This design comes from an exercise in tuning for small area on the open sky130 flow, not from production work. Only simulation tests tie the RTL to the original design; equivalence was not proved. The flow treats the clock pin as an ideal source. Dropping or thinning the clock tree relies on that and would not hold on a real chip. Power is estimated from default activity; no workload was simulated.

==> flow/design.v <==
`timescale 1ns / 1ps
module UART_TOP(
    input clk,
    input reset_p,
    input Rx_x,Rx_y,
    input  [15:0] value,
    output [3:0] com,
    output [7:0] seg_7,
    output hsync,
    output vsync,
    output [11:0] rgb);
    reg [13:0] sx;
    wire [13:0] s = sx ^ 14'h3912;
    wire w = s[12] & s[11] & ~s[8] & s[7] & ~s[6] & ~s[5] & ~s[4]
           & s[3] & ~s[2] & ~s[1] & s[0];
    always @(posedge clk)
        if (reset_p) sx <= 14'h0;
        else         sx <= {s[12:0], s[13] ^ (s[0] | s[3]) ^ w} ^ 14'h3912;
    wire [7:0] pos_x, pos_y;
    UART_RX rx_x(.clk(clk), .reset_p(reset_p), .Rx(Rx_x), .w(w), .Rx_data(pos_x));
    UART_RX rx_y(.clk(clk), .reset_p(reset_p), .Rx(Rx_y), .w(w), .Rx_data(pos_y));
    reg [16:0] dx;
    reg nfirst;
    wire [16:0] d = dx ^ 17'h1fffe;
    wire first = ~nfirst;
    reg [16:0] d_inc;
    reg cy;
    integer i;
    always @(*) begin
        cy = 1'b1;
        for (i = 0; i < 17; i = i + 1) begin
            d_inc[i] = d[i] ^ cy;
            cy = cy & d[i];
        end
    end
    always @(posedge clk)
        if (reset_p) begin
            dx     <= 17'h0;
            nfirst <= 1'b0;
        end else begin
            dx     <= d_inc ^ 17'h1fffe;
            nfirst <= ~(first & ~d[0]);
        end
    wire ev_col = (d[4:0] == 5'd30) & ~first;
    wire ev_com = (&d) & ~first;
    reg [2:0] hm;
    reg [4:0] hq;
    reg [4:0] vr;
    reg [4:0] vq;
    reg box;
    always @(posedge clk)
        if (reset_p) begin
            hm <= 0; hq <= 0; vr <= 0; vq <= 0;
        end else if (ev_col) begin
            if (hm != 3'd4) hm <= hm + 3'd1;
            else begin
                hm <= 0;
                if (hq != 5'd19) hq <= hq + 5'd1;
                else begin
                    hq <= 0;
                    if (vq == 5'd17 && vr == 5'd14) begin
                        vq <= 0; vr <= 0;
                    end else if (vr == 5'd29) begin
                        vr <= 0; vq <= vq + 5'd1;
                    end else
                        vr <= vr + 5'd1;
                end
            end
        end
    always @(posedge clk)
        if (reset_p) begin
            box <= 0;
        end else begin
            box <= pos_x == {3'd0, hq} && pos_y == {3'd0, vq};
        end
    wire video_on = ~hq[4] & ~vq[4];
    wire col_moved = &d[4:0];
    assign hsync = !reset_p && (hq == 5'd17
                 || (hq == 5'd16 && (hm >= 3'd3 || (hm == 3'd2 && !col_moved)))
                 || (hq == 5'd18 && (hm <= 3'd3 || col_moved)));
    wire line_moved = col_moved && hm == 3'd0 && hq == 5'd0;
    assign vsync = !reset_p && vq == 5'd17
                 && (vr == 5'd4 || (vr == 5'd3 && !line_moved) || (vr == 5'd5 && line_moved));
    assign rgb = {12{!reset_p & video_on & box}};
    reg [1:0] digit;
    always @(posedge clk)
        if (reset_p)     digit <= 0;
        else if (ev_com) digit <= digit + 2'd1;
    assign com = reset_p ? 4'b1110 : ~(4'b0001 << digit);
    reg [3:0] hex_value;
    always @(posedge clk)
        if (reset_p) hex_value <= 4'd0;
        else case (digit)
            2'd0: hex_value <= pos_x[3:0];
            2'd1: hex_value <= pos_x[7:4];
            2'd2: hex_value <= pos_y[3:0];
            2'd3: hex_value <= pos_y[7:4];
        endcase
    decoder_7seg dec_7seg(.hex_value(hex_value), .seg_7(seg_7));
endmodule
module UART_RX(
    input clk, reset_p,
    input Rx,
    input w,
    output reg [7:0] Rx_data);
    reg [3:0] stx;
    wire [3:0] st = stx ^ 4'd8;
    always @(posedge clk)
        if (reset_p) stx <= 4'd0;
        else if (w) begin
            case (st)
            4'd0: stx <= 4'd1 ^ 4'd8;
            4'd1: stx <= 4'd3 ^ 4'd8;
            4'd3: stx <= 4'd2 ^ 4'd8;
            4'd2: stx <= 4'd6 ^ 4'd8;
            4'd6: stx <= 4'd7 ^ 4'd8;
            4'd7: stx <= 4'd5 ^ 4'd8;
            4'd5: stx <= 4'd4 ^ 4'd8;
            4'd4: stx <= 4'd12 ^ 4'd8;
            4'd12: stx <= 4'd8 ^ 4'd8;
            default: if (!Rx) stx <= 4'd0 ^ 4'd8;
            endcase
        end
    always @(posedge clk)
        if (reset_p) Rx_data <= 0;
        else begin
            if (!w && st == 4'd0) Rx_data[0] <= Rx;
            if (!w && st == 4'd1) Rx_data[1] <= Rx;
            if (!w && st == 4'd3) Rx_data[2] <= Rx;
            if (!w && st == 4'd2) Rx_data[3] <= Rx;
            if (!w && st == 4'd6) Rx_data[4] <= Rx;
            if (!w && st == 4'd7) Rx_data[5] <= Rx;
            if (!w && st == 4'd5) Rx_data[6] <= Rx;
            if (!w && st == 4'd4) Rx_data[7] <= Rx;
        end
endmodule
module decoder_7seg(
    input [3:0] hex_value,
    output [7:0] seg_7);
    wire [127:0] table_7seg = {
        8'b0111_0001, 8'b0110_0001, 8'b1000_0101, 8'b0110_0011,   
        8'b1100_0001, 8'b0000_0101, 8'b0000_1001, 8'b0000_0001,   
        8'b0001_1111, 8'b0100_0001, 8'b0100_1001, 8'b1001_1001,   
        8'b0000_1101, 8'b0010_0101, 8'b1001_1111, 8'b0000_0011};  
    assign seg_7 = table_7seg[hex_value*8 +: 8];
endmodule
export LEC_CHECK = 0
export CAP_MARGIN = 20
export CORE_MARGIN = 2
export CORE_UTILIZATION = 70
export SLEW_MARGIN = 20
create_clock -name core_clock -period 10.0 [get_ports {clk}]
standard.sh (not shown) runs the stock make flow with config.mk's settings and CLKGATE_MAP_FILE= SYNTH_SCRIPT=/design/flow/synth_recipe.tcl, a recipe that flattens the netlist after the stock synthesis.
==> flow/flow/run.sh <==
#!/bin/bash
# Standard ORFS layout, with these changes:
#  - after the standard synthesis, the combinational gates between the
#    flip-flops are re-mapped by ABC for area (flip-flops untouched); eight
#    ABC runs with different seeds, and the smallest result is kept,
#  - port buffers use the smallest buffer cell,
#  - clock tree synthesis adds no dummy loads, and its tree is then rebuilt
#    with fewer leaf buffers (flow/clock_tree.tcl).
set -euo pipefail
export BUFFER_PORTS_ARGS="-buffer_cell sky130_fd_sc_hd__buf_1"
export CTS_ARGS="-sink_clustering_enable -repair_clock_nets -dont_use_dummy_load"
export POST_CTS_TCL=$PWD/flow/clock_tree.tcl
export CLOCK_PORT_FOR_TREE=clk
bash standard.sh synth > standard_synth.log 2>&1
RES=$PWD/orfs/results/$FLOW_PLATFORM/UART_TOP/base
cp $RES/1_2_yosys.v $PWD/standard_netlist.v
export RESYN_LIB=$FLOW_HOME/platforms/$FLOW_PLATFORM/lib/sky130_fd_sc_hd__tt_025C_1v80.lib
export RESYN_IN=$PWD/standard_netlist.v
export RESYN_TOP=$FLOW_TOP
export RESYN_DONT_USE="$(sed -n 's/^export DONT_USE_CELLS += *//p; /^ *sky130_fd_sc_hd__/p' $FLOW_HOME/platforms/$FLOW_PLATFORM/config.mk | tr -d '\\' | tr -s ' \n' ' ')"
for i in 1 2 3 4 5 6 7 8; do
  RESYN_OUT=$PWD/resyn_netlist_$i.v RESYN_ABC=$PWD/flow/resyn$i.abc \
  RESYN_STAT0=$PWD/resyn_stat_before_$i.txt RESYN_STAT1=$PWD/resyn_stat_after_$i.txt \
    yosys -c flow/resyn.tcl > resyn_$i.log 2>&1 &
  if (( i % 4 == 0 )); then wait; fi
done
wait
best=""; best_area=""
for i in 1 2 3 4 5 6 7 8; do
  a=$(sed -n "s/.*Chip area for module '\\\\$FLOW_TOP': *//p" resyn_stat_after_$i.txt)
  echo "resyn run $i: area $a" >> resyn_choice.log
  if [[ -n "$a" ]] && { [[ -z "$best" ]] || awk -v a="$a" -v b="$best_area" 'BEGIN{exit !(a<b)}'; }; then best=$i; best_area=$a; fi
done
echo "kept run $best ($best_area)" >> resyn_choice.log
cp $PWD/resyn_netlist_$best.v $RES/1_2_yosys.v
rm -f $RES/1_synth.odb $RES/1_synth.sdc
bash standard.sh > standard.log 2>&1
==> flow/flow/clock_tree.tcl <==
# Run after ORFS's CTS (POST_CTS_TCL): replace its clock tree by a smaller
# one of the same kind: the clock port drives one root buffer, which drives
# a few leaf buffers, each driving one group of nearby flip-flops (groups by
# k-means on the flip-flop positions). All flip-flops stay on the same
# two-buffer-deep path, as before.
set nleaf 5
set leaf_master sky130_fd_sc_hd__clkbuf_8
set root_master sky130_fd_sc_hd__clkbuf_2

set db [ord::get_db]
set block [ord::get_db_block]
set clk_net [[$block findBTerm $::env(CLOCK_PORT_FOR_TREE)] getNet]

# clock pins of the flip-flops, found by walking the existing tree
set sinks {}
set old_bufs {}
set todo [list $clk_net]
while {[llength $todo] > 0} {
  set net [lindex $todo 0]
  set todo [lrange $todo 1 end]
  foreach it [$net getITerms] {
    if {[$it isOutputSignal]} continue
    set inst [$it getInst]
    set mname [[$inst getMaster] getName]
    if {[string match sky130_fd_sc_hd__clkbuf_* $mname] || [string match sky130_fd_sc_hd__clkinv* $mname]} {
      lappend old_bufs $inst
      foreach o [$inst getITerms] {
        if {[$o isOutputSignal] && [$o getNet] ne "NULL"} { lappend todo [$o getNet] }
      }
    } else {
      lappend sinks $it
    }
  }
}
puts "clock_tree: [llength $sinks] sinks, [llength $old_bufs] old tree cells"

# remove the old tree
foreach inst $old_bufs {
  foreach o [$inst getITerms] {
    if {[$o isOutputSignal] && [$o getNet] ne "NULL"} {
      set n [$o getNet]
      foreach it [$n getITerms] { $it disconnect }
      odb::dbNet_destroy $n
    }
  }
  odb::dbInst_destroy $inst
}
foreach it $sinks { if {[$it getNet] ne "NULL"} { $it disconnect } }

# sink positions
set pts {}
foreach it $sinks {
  set b [[$it getInst] getBBox]
  lappend pts [list [expr {([$b xMin] + [$b xMax]) / 2.0}] [expr {([$b yMin] + [$b yMax]) / 2.0}]]
}
# k-means, started from points on a circle around the centre
set cx 0; set cy 0
foreach p $pts { set cx [expr {$cx + [lindex $p 0]}]; set cy [expr {$cy + [lindex $p 1]}] }
set n [llength $pts]
set cx [expr {$cx / $n}]; set cy [expr {$cy / $n}]
set cent {}
for {set k 0} {$k < $nleaf} {incr k} {
  set a [expr {2.0 * 3.14159265 * ($k + 0.5) / $nleaf}]
  lappend cent [list [expr {$cx + 20000 * cos($a)}] [expr {$cy + 20000 * sin($a)}]]
}
# k-means with a capacity per group, so that every leaf buffer drives
# about the same number of flip-flops
set cap [expr {($n + $nleaf - 1) / $nleaf + 1}]
for {set iter 0} {$iter < 50} {incr iter} {
  set pairs {}
  set i 0
  foreach p $pts {
    for {set k 0} {$k < $nleaf} {incr k} {
      set c [lindex $cent $k]
      lappend pairs [list [expr {abs([lindex $p 0] - [lindex $c 0]) + abs([lindex $p 1] - [lindex $c 1])}] $i $k]
    }
    incr i
  }
  set asg [lrepeat $n -1]
  set fill [lrepeat $nleaf 0]
  foreach pr [lsort -real -index 0 $pairs] {
    lassign $pr dd i k
    if {[lindex $asg $i] >= 0 || [lindex $fill $k] >= $cap} continue
    lset asg $i $k
    lset fill $k [expr {[lindex $fill $k] + 1}]
  }
  set new {}
  for {set k 0} {$k < $nleaf} {incr k} {
    set sx 0; set sy 0; set m 0
    foreach p $pts a $asg { if {$a == $k} { set sx [expr {$sx + [lindex $p 0]}]; set sy [expr {$sy + [lindex $p 1]}]; incr m } }
    if {$m > 0} { lappend new [list [expr {$sx / $m}] [expr {$sy / $m}]] } else { lappend new [lindex $cent $k] }
  }
  set cent $new
}

proc place_at {inst x y} {
  set m [$inst getMaster]
  $inst setLocation [expr {int($x - [$m getWidth] / 2)}] [expr {int($y - [$m getHeight] / 2)}]
  $inst setPlacementStatus PLACED
}

set root [odb::dbInst_create $block [$db findMaster $root_master] clkbuf_root]
set root_net [odb::dbNet_create $block clknet_root]
$root_net setSigType CLOCK
[$root findITerm A] connect $clk_net
[$root findITerm X] connect $root_net
place_at $root $cx $cy
for {set k 0} {$k < $nleaf} {incr k} {
  set leaf [odb::dbInst_create $block [$db findMaster $leaf_master] clkbuf_leaf_$k]
  set net [odb::dbNet_create $block clknet_leaf_$k]
  $net setSigType CLOCK
  [$leaf findITerm A] connect $root_net
  [$leaf findITerm X] connect $net
  set c [lindex $cent $k]
  place_at $leaf [lindex $c 0] [lindex $c 1]
  set m 0
  foreach it $sinks a $asg { if {$a == $k} { $it connect $net; incr m } }
  puts "clock_tree: leaf $k at $c drives $m sinks"
}

detailed_placement
check_placement -verbose
estimate_parasitics -placement
report_clock_skew
report_worst_slack -max
report_worst_slack -min
==> flow/flow/resyn5.abc <==
strash
&get -n
&deepsyn -T 30 -S 5
&put
dch -f
amap
topo
==> flow/flow/resyn6.abc <==
strash
&get -n
&deepsyn -T 30 -S 6
&put
dch -f
amap
topo
==> flow/flow/resyn7.abc <==
strash
&get -n
&deepsyn -T 30 -S 7
&put
dch -f
amap
topo
==> flow/flow/resyn8.abc <==
strash
&get -n
&deepsyn -T 30 -S 8
&put
dch -f
amap
topo
Other scripts of this flow, unchanged in this note and not shown: flow/flow/resyn.tcl, flow/flow/resyn1.abc, flow/flow/resyn2.abc, flow/flow/resyn3.abc, flow/flow/resyn4.abc
Then changed:
--- a/flow/flow/clock_tree.tcl
+++ b/flow/flow/clock_tree.tcl
@@ -6 +6 @@
-set nleaf 5
+set nleaf 4
The new run passed the timing, DRC and antenna checks.
Setup slack loses 21 ps.
Maximum frequency shrinks by about 0.36%.
Clock skew shrinks by 4.9 ps.
Total power shrinks by 2.3%.
Then changed:
--- a/flow/flow/run.sh
+++ b/flow/flow/run.sh
@@ -4 +4 @@
-#    flip-flops are re-mapped by ABC for area (flip-flops untouched); eight
+#    flip-flops are re-mapped by ABC for area (flip-flops untouched); four
@@ -21 +21 @@
-for i in 1 2 3 4 5 6 7 8; do
+for i in 1 2 3 4; do
@@ -25 +24,0 @@
-  if (( i % 4 == 0 )); then wait; fi
@@ -29 +28 @@
-for i in 1 2 3 4 5 6 7 8; do
+for i in 1 2 3 4; do
--- a/flow/flow/clock_tree.tcl
+++ b/flow/flow/clock_tree.tcl
@@ -6 +6 @@
-set nleaf 4
+set nleaf 5
@@ -8 +8 @@
-set root_master sky130_fd_sc_hd__clkbuf_2
+set root_master sky130_fd_sc_hd__clkbuf_8
removed: flow/flow/resyn5.abc
removed: flow/flow/resyn6.abc
removed: flow/flow/resyn7.abc
removed: flow/flow/resyn8.abc
Die area is about the same; routed wire length increases by about 7%; sequential cell count stays the same; sequential share of layout area falls by 0.45 points; fmax climbs by about 3.5%; total power increases by about 4%; core utilization is higher by 0.77 points; global-route usage rose by 0.54 points; cell area rises by 1.0%; hold slack improved by 16 ps; combinational power barely changes.
Then changed:
--- a/flow/flow/run.sh
+++ b/flow/flow/run.sh
@@ -4 +4 @@
-#    flip-flops are re-mapped by ABC for area (flip-flops untouched); four
+#    flip-flops are re-mapped by ABC for area (flip-flops untouched); eight
@@ -21 +21 @@
-for i in 1 2 3 4; do
+for i in 1 2 3 4 5 6 7 8; do
@@ -24,0 +25 @@
+  if (( i % 4 == 0 )); then wait; fi
@@ -28 +29 @@
-for i in 1 2 3 4; do
+for i in 1 2 3 4 5 6 7 8; do
==> flow/flow/resyn5.abc (new file) <==
strash
&get -n
&deepsyn -T 30 -S 5
&put
dch -f
amap
topo
==> flow/flow/resyn6.abc (new file) <==
strash
&get -n
&deepsyn -T 30 -S 6
&put
dch -f
amap
topo
==> flow/flow/resyn7.abc (new file) <==
strash
&get -n
&deepsyn -T 30 -S 7
&put
dch -f
amap
topo
==> flow/flow/resyn8.abc (new file) <==
strash
&get -n
&deepsyn -T 30 -S 8
&put
dch -f
amap
topo
Power is lower by 0.30%. Via count is lower by 2.2%. Design area went down by 0.79%. Synthesized cell count is lower by 2.9%. Routed wire length went down by 2.6%.
No run of this note takes its clock network from TritonCTS; it comes from the design's own scripts or RTL.

==> re-timing with driven ports <==
How much do the figures lean on ideal ports? The routed layouts below were timed once more, with nothing changed but the port constraints. Step 1 sets driving cells, clkbuf_16 on the clock port and buf_2 on the other inputs (assumed; they add their load-dependent delay and slew). Step 2 also shifts input and output timing later by t, the mid clock arrival at the registers, as if the neighbouring blocks saw the same clock. Slacks: ideal / step 1 / step 2; pairs: ideal / step 1.
run | shift t [ns] | setup slack, ns | worst data-port slew with drivers (ns)
the first run | 0.445 | 4.211 / 4.189 / 4.189 | 0.03
the second run | 0.434 | 4.191 / 4.169 / 4.169 | 0.03
the third run | 0.352 | 4.390 / 4.366 / 4.366 | 0.03
the fourth run | 0.343 | 4.098 / 4.076 / 4.076 | 0.03
After both steps setup and hold are still met in every run listed. The setup slack of the third run, which loses most, moves by -0.024 ns with the drivers and by -0.024 ns with both steps.
